Context: an optimization exercise on an open-source flow, tuned for small area. The choices shown serve that exercise and are no tape-out recipe. Where RTL was checked, it was by simulation tests only, not by an equivalence proof against the original. No driver is modelled on the clock port, so clocking that relies on it looks cheaper here than on a real chip.

==> amber: inputs <==
Design MULTI_32bit, start of the top module:
module MULTI_32bit(clk, rst, A, B, F);
  input clk, rst;
  input [31:0] A;
  input [31:0] B;
  output reg [31:0] F;
  wire [45:0] prod;
  wire bone_0 = B[0] ^ 1'b0;
  wire btwo_0 = (B[1] & ~B[0] & ~1'b0) | (~B[1] & B[0] & 1'b0);
  wire bneg_0 = B[1] & ~(B[0] & 1'b0);
  wire bnegc_0 = ~bneg_0;
  wire pp_0_0;
  bsel1 u_pp_0_0 (.a(A[0]), .s(bone_0), .neg(bneg_0), .y(pp_0_0));
  wire pp_0_1;
  bsel u_pp_0_1 (.a0(A[1]), .a1(A[0]), .one(bone_0), .two(btwo_0), .neg(bneg_0), .y(pp_0_1));
  wire pp_0_2;
  bsel u_pp_0_2 (.a0(A[2]), .a1(A[1]), .one(bone_0), .two(btwo_0), .neg(bneg_0), .y(pp_0_2));
  wire pp_0_3;
  bsel u_pp_0_3 (.a0(A[3]), .a1(A[2]), .one(bone_0), .two(btwo_0), .neg(bneg_0), .y(pp_0_3));
  wire pp_0_4;
  bsel u_pp_0_4 (.a0(A[4]), .a1(A[3]), .one(bone_0), .two(btwo_0), .neg(bneg_0), .y(pp_0_4));
  wire pp_0_5;
  bsel u_pp_0_5 (.a0(A[5]), .a1(A[4]), .one(bone_0), .two(btwo_0), .neg(bneg_0), .y(pp_0_5));
  wire pp_0_6;
  bsel u_pp_0_6 (.a0(A[6]), .a1(A[5]), .one(bone_0), .two(btwo_0), .neg(bneg_0), .y(pp_0_6));
  wire pp_0_7;
  ...
export LEC_CHECK = 0
export CAP_MARGIN = 20
export CORE_MARGIN = 2
export CORE_UTILIZATION = 55
export SLEW_MARGIN = 20
export SYNTH_HIERARCHICAL = 1
export SYNTH_MINIMUM_KEEP_SIZE = 0
create_clock -name core_clock -period 8.0 [get_ports {clk}]
standard.sh (not shown) runs the stock make flow with config.mk's settings and CLKGATE_MAP_FILE= SYNTH_SCRIPT=/design/flow/synth_recipe.tcl, a recipe that flattens the netlist after the stock synthesis.
==> flow/flow/run.sh <==
#!/bin/bash
# Own layout flow: the standard ORFS flow (standard.sh, unchanged synthesis) with
#  - port buffers of a small buffer cell instead of the default delay buffer,
#  - every combinational cell set to its smallest drive strength after floorplan,
#    so that the later repair steps only upsize what timing, slew and load need.
set -euo pipefail
W=$(pwd)
export POST_FLOORPLAN_TCL=$W/flow/downsize.tcl
if [[ -f $W/flow/port_buffer ]]; then
  export BUFFER_PORTS_ARGS="-buffer_cell $(cat $W/flow/port_buffer)"
fi
if [[ -f $W/flow/recover.tcl ]]; then
  export POST_CTS_TCL=$W/flow/recover.tcl
fi
if [[ -f $W/flow/cts_args ]]; then
  export CTS_ARGS="$(cat $W/flow/cts_args)"
fi
bash standard.sh > $W/standard_flow.log 2>&1
==> flow/flow/recover.tcl <==
# After CTS: downsize cells on paths that keep positive slack, then re-legalise the placement.
estimate_parasitics -placement
puts "recover.tcl: before"; report_design_area
repair_timing -recover_power 100 -setup_margin 0.05
detailed_placement
check_placement -verbose
estimate_parasitics -placement
puts "recover.tcl: after"; report_design_area
report_worst_slack -max
Other scripts of this flow, unchanged in this note and not shown: flow/flow/cts_args, flow/flow/downsize.tcl, flow/flow/port_buffer
==> sierra (differences from amber) <==
--- a/flow/design.v
+++ b/flow/design.v
@@ -1955,55 +1955,55 @@
   wire G778;
   wire P779;
   assign G778 = g612 | (p613 & G712);
   assign P779 = p613 & P713;
   assign prod[0] = ~p525;
-  xnor_cell u_sum1 (.a(p527), .b(g524), .y(prod[1]));
-  xnor_cell u_sum2 (.a(p529), .b(G616), .y(prod[2]));
-  xnor_cell u_sum3 (.a(p531), .b(G736), .y(prod[3]));
-  xnor_cell u_sum4 (.a(p533), .b(G662), .y(prod[4]));
-  xnor_cell u_sum5 (.a(p535), .b(G738), .y(prod[5]));
-  xnor_cell u_sum6 (.a(p537), .b(G714), .y(prod[6]));
-  xnor_cell u_sum7 (.a(p539), .b(G740), .y(prod[7]));
-  xnor_cell u_sum8 (.a(p541), .b(G684), .y(prod[8]));
-  xnor_cell u_sum9 (.a(p543), .b(G742), .y(prod[9]));
-  xnor_cell u_sum10 (.a(p545), .b(G716), .y(prod[10]));
-  xnor_cell u_sum11 (.a(p547), .b(G744), .y(prod[11]));
-  xnor_cell u_sum12 (.a(p549), .b(G704), .y(prod[12]));
-  xnor_cell u_sum13 (.a(p551), .b(G746), .y(prod[13]));
-  xnor_cell u_sum14 (.a(p553), .b(G718), .y(prod[14]));
-  xnor_cell u_sum15 (.a(p555), .b(G748), .y(prod[15]));
-  xnor_cell u_sum16 (.a(p557), .b(G694), .y(prod[16]));
-  xnor_cell u_sum17 (.a(p559), .b(G750), .y(prod[17]));
-  xnor_cell u_sum18 (.a(p561), .b(G720), .y(prod[18]));
-  xnor_cell u_sum19 (.a(p563), .b(G752), .y(prod[19]));
-  xnor_cell u_sum20 (.a(p565), .b(G706), .y(prod[20]));
-  xnor_cell u_sum21 (.a(p567), .b(G754), .y(prod[21]));
-  xnor_cell u_sum22 (.a(p569), .b(G722), .y(prod[22]));
-  xnor_cell u_sum23 (.a(p571), .b(G756), .y(prod[23]));
-  xnor_cell u_sum24 (.a(p573), .b(G700), .y(prod[24]));
-  xnor_cell u_sum25 (.a(p575), .b(G758), .y(prod[25]));
-  xnor_cell u_sum26 (.a(p577), .b(G724), .y(prod[26]));
-  xnor_cell u_sum27 (.a(p579), .b(G760), .y(prod[27]));
-  xnor_cell u_sum28 (.a(p581), .b(G708), .y(prod[28]));
-  xnor_cell u_sum29 (.a(p583), .b(G762), .y(prod[29]));
-  xnor_cell u_sum30 (.a(p585), .b(G726), .y(prod[30]));
-  xnor_cell u_sum31 (.a(p587), .b(G764), .y(prod[31]));
-  xnor_cell u_sum32 (.a(p589), .b(G698), .y(prod[32]));
-  xnor_cell u_sum33 (.a(p591), .b(G766), .y(prod[33]));
-  xnor_cell u_sum34 (.a(p593), .b(G728), .y(prod[34]));
-  xnor_cell u_sum35 (.a(p595), .b(G768), .y(prod[35]));
-  xnor_cell u_sum36 (.a(p597), .b(G710), .y(prod[36]));
-  xnor_cell u_sum37 (.a(p599), .b(G770), .y(prod[37]));
-  xnor_cell u_sum38 (.a(p601), .b(G730), .y(prod[38]));
-  xnor_cell u_sum39 (.a(p603), .b(G772), .y(prod[39]));
-  xnor_cell u_sum40 (.a(p605), .b(G702), .y(prod[40]));
-  xnor_cell u_sum41 (.a(p607), .b(G774), .y(prod[41]));
-  xnor_cell u_sum42 (.a(p609), .b(G732), .y(prod[42]));
-  xnor_cell u_sum43 (.a(p611), .b(G776), .y(prod[43]));
-  xnor_cell u_sum44 (.a(p613), .b(G712), .y(prod[44]));
-  xnor_cell u_sum45 (.a(p615), .b(G778), .y(prod[45]));
+  assign prod[1] = ~(p527 ^ g524);
+  assign prod[2] = ~(p529 ^ G616);
+  assign prod[3] = ~(p531 ^ G736);
+  assign prod[4] = ~(p533 ^ G662);
+  assign prod[5] = ~(p535 ^ G738);
+  assign prod[6] = ~(p537 ^ G714);
+  assign prod[7] = ~(p539 ^ G740);
+  assign prod[8] = ~(p541 ^ G684);
+  assign prod[9] = ~(p543 ^ G742);
+  assign prod[10] = ~(p545 ^ G716);
+  assign prod[11] = ~(p547 ^ G744);
+  assign prod[12] = ~(p549 ^ G704);
+  assign prod[13] = ~(p551 ^ G746);
+  assign prod[14] = ~(p553 ^ G718);
+  assign prod[15] = ~(p555 ^ G748);
+  assign prod[16] = ~(p557 ^ G694);
+  assign prod[17] = ~(p559 ^ G750);
+  assign prod[18] = ~(p561 ^ G720);
+  assign prod[19] = ~(p563 ^ G752);
+  assign prod[20] = ~(p565 ^ G706);
+  assign prod[21] = ~(p567 ^ G754);
+  assign prod[22] = ~(p569 ^ G722);
+  assign prod[23] = ~(p571 ^ G756);
+  assign prod[24] = ~(p573 ^ G700);
+  assign prod[25] = ~(p575 ^ G758);
+  assign prod[26] = ~(p577 ^ G724);
+  assign prod[27] = ~(p579 ^ G760);
+  assign prod[28] = ~(p581 ^ G708);
+  assign prod[29] = ~(p583 ^ G762);
+  assign prod[30] = ~(p585 ^ G726);
+  assign prod[31] = ~(p587 ^ G764);
+  assign prod[32] = ~(p589 ^ G698);
+  assign prod[33] = ~(p591 ^ G766);
+  assign prod[34] = ~(p593 ^ G728);
+  assign prod[35] = ~(p595 ^ G768);
+  assign prod[36] = ~(p597 ^ G710);
+  assign prod[37] = ~(p599 ^ G770);
+  assign prod[38] = ~(p601 ^ G730);
+  assign prod[39] = ~(p603 ^ G772);
+  assign prod[40] = ~(p605 ^ G702);
+  assign prod[41] = ~(p607 ^ G774);
+  assign prod[42] = ~(p609 ^ G732);
+  assign prod[43] = ~(p611 ^ G776);
+  assign prod[44] = ~(p613 ^ G712);
+  assign prod[45] = ~(p615 ^ G778);
   reg [45:0] r1p;
   reg [7:0] r1e;
   reg r1s;
   reg [31:0] r2;
   always @(posedge clk) begin
--- a/flow/flow/run.sh
+++ b/flow/flow/run.sh
@@ -7,12 +7,9 @@
 W=$(pwd)
 export POST_FLOORPLAN_TCL=$W/flow/downsize.tcl
 if [[ -f $W/flow/port_buffer ]]; then
   export BUFFER_PORTS_ARGS="-buffer_cell $(cat $W/flow/port_buffer)"
 fi
-if [[ -f $W/flow/recover.tcl ]]; then
-  export POST_CTS_TCL=$W/flow/recover.tcl
-fi
 if [[ -f $W/flow/cts_args ]]; then
   export CTS_ARGS="$(cat $W/flow/cts_args)"
 fi
 bash standard.sh > $W/standard_flow.log 2>&1
removed: flow/flow/recover.tcl
==> qor summary <==
| metric | sierra | amber |
|---|---|---|
| Number of placed cells counting well taps | 2100 | 2069 |
| Result of the run | no timing/DRC/antenna violations | no timing/DRC/antenna violations |
| Final HPWL DP | 36260 um | 36450 um |
| Post-Synth Simple-Gate Area | 0.06417 | 0.05551 |
| Core ar. | 0.03059 mm2 | 0.03043 mm2 |
| Count of unique library cells instantiated by Yosys | 48 | 43 |
| #MultiIn Comb | 1317 | 1306 |
| Sequential share of cell area | 0.1349 | 0.1354 |
| Number of global-route vias before repair | 13237 | 12952 |
| Worst Path Buf+Inv | 2 | 5 |
| Clock buffer count in the final layout | 17 | 25 |
| Fraction of the mapped netlist area in compound gates | 0.2790 | 0.2909 |
| Cell area after technology mapping | 0.01706 mm2 | 0.01688 mm2 |
| Crit path from | B[5] | B[1] |
| Cell with the largest stage delay on the worst path | sky130_fd_sc_hd__ha_1 | sky130_fd_sc_hd__clkbuf_1 |
No functional check of the RTL was part of amber.

==> what the ideal ports hide <==
How much do the figures lean on ideal ports? The routed layouts below were timed once more, with nothing changed but the port constraints. Step 1, drivers: a clkbuf_16 drives clk and a buf_2 each remaining input, both assumed. Step 2 also shifts input and output timing later by t, the mid clock arrival at the registers, as if the neighbouring blocks saw the same clock. Three values: no drivers, after step 1, after step 2; two values: the first two.
run | t (ns) | slack for setup (ns) | worst setup path at the end | clock arrival spread, ns
amber | 0.487 | 0.487 / 0.496 / 0.009 | input to register | 0.030 / 0.029
sierra | 0.435 | 0.525 / 0.540 / 0.105 | input to register | 0.040 / 0.040
After both steps every run listed still meets setup and hold. For amber, which loses most, drivers alone change the setup slack by +0.009 ns; drivers and shift together by -0.478 ns.
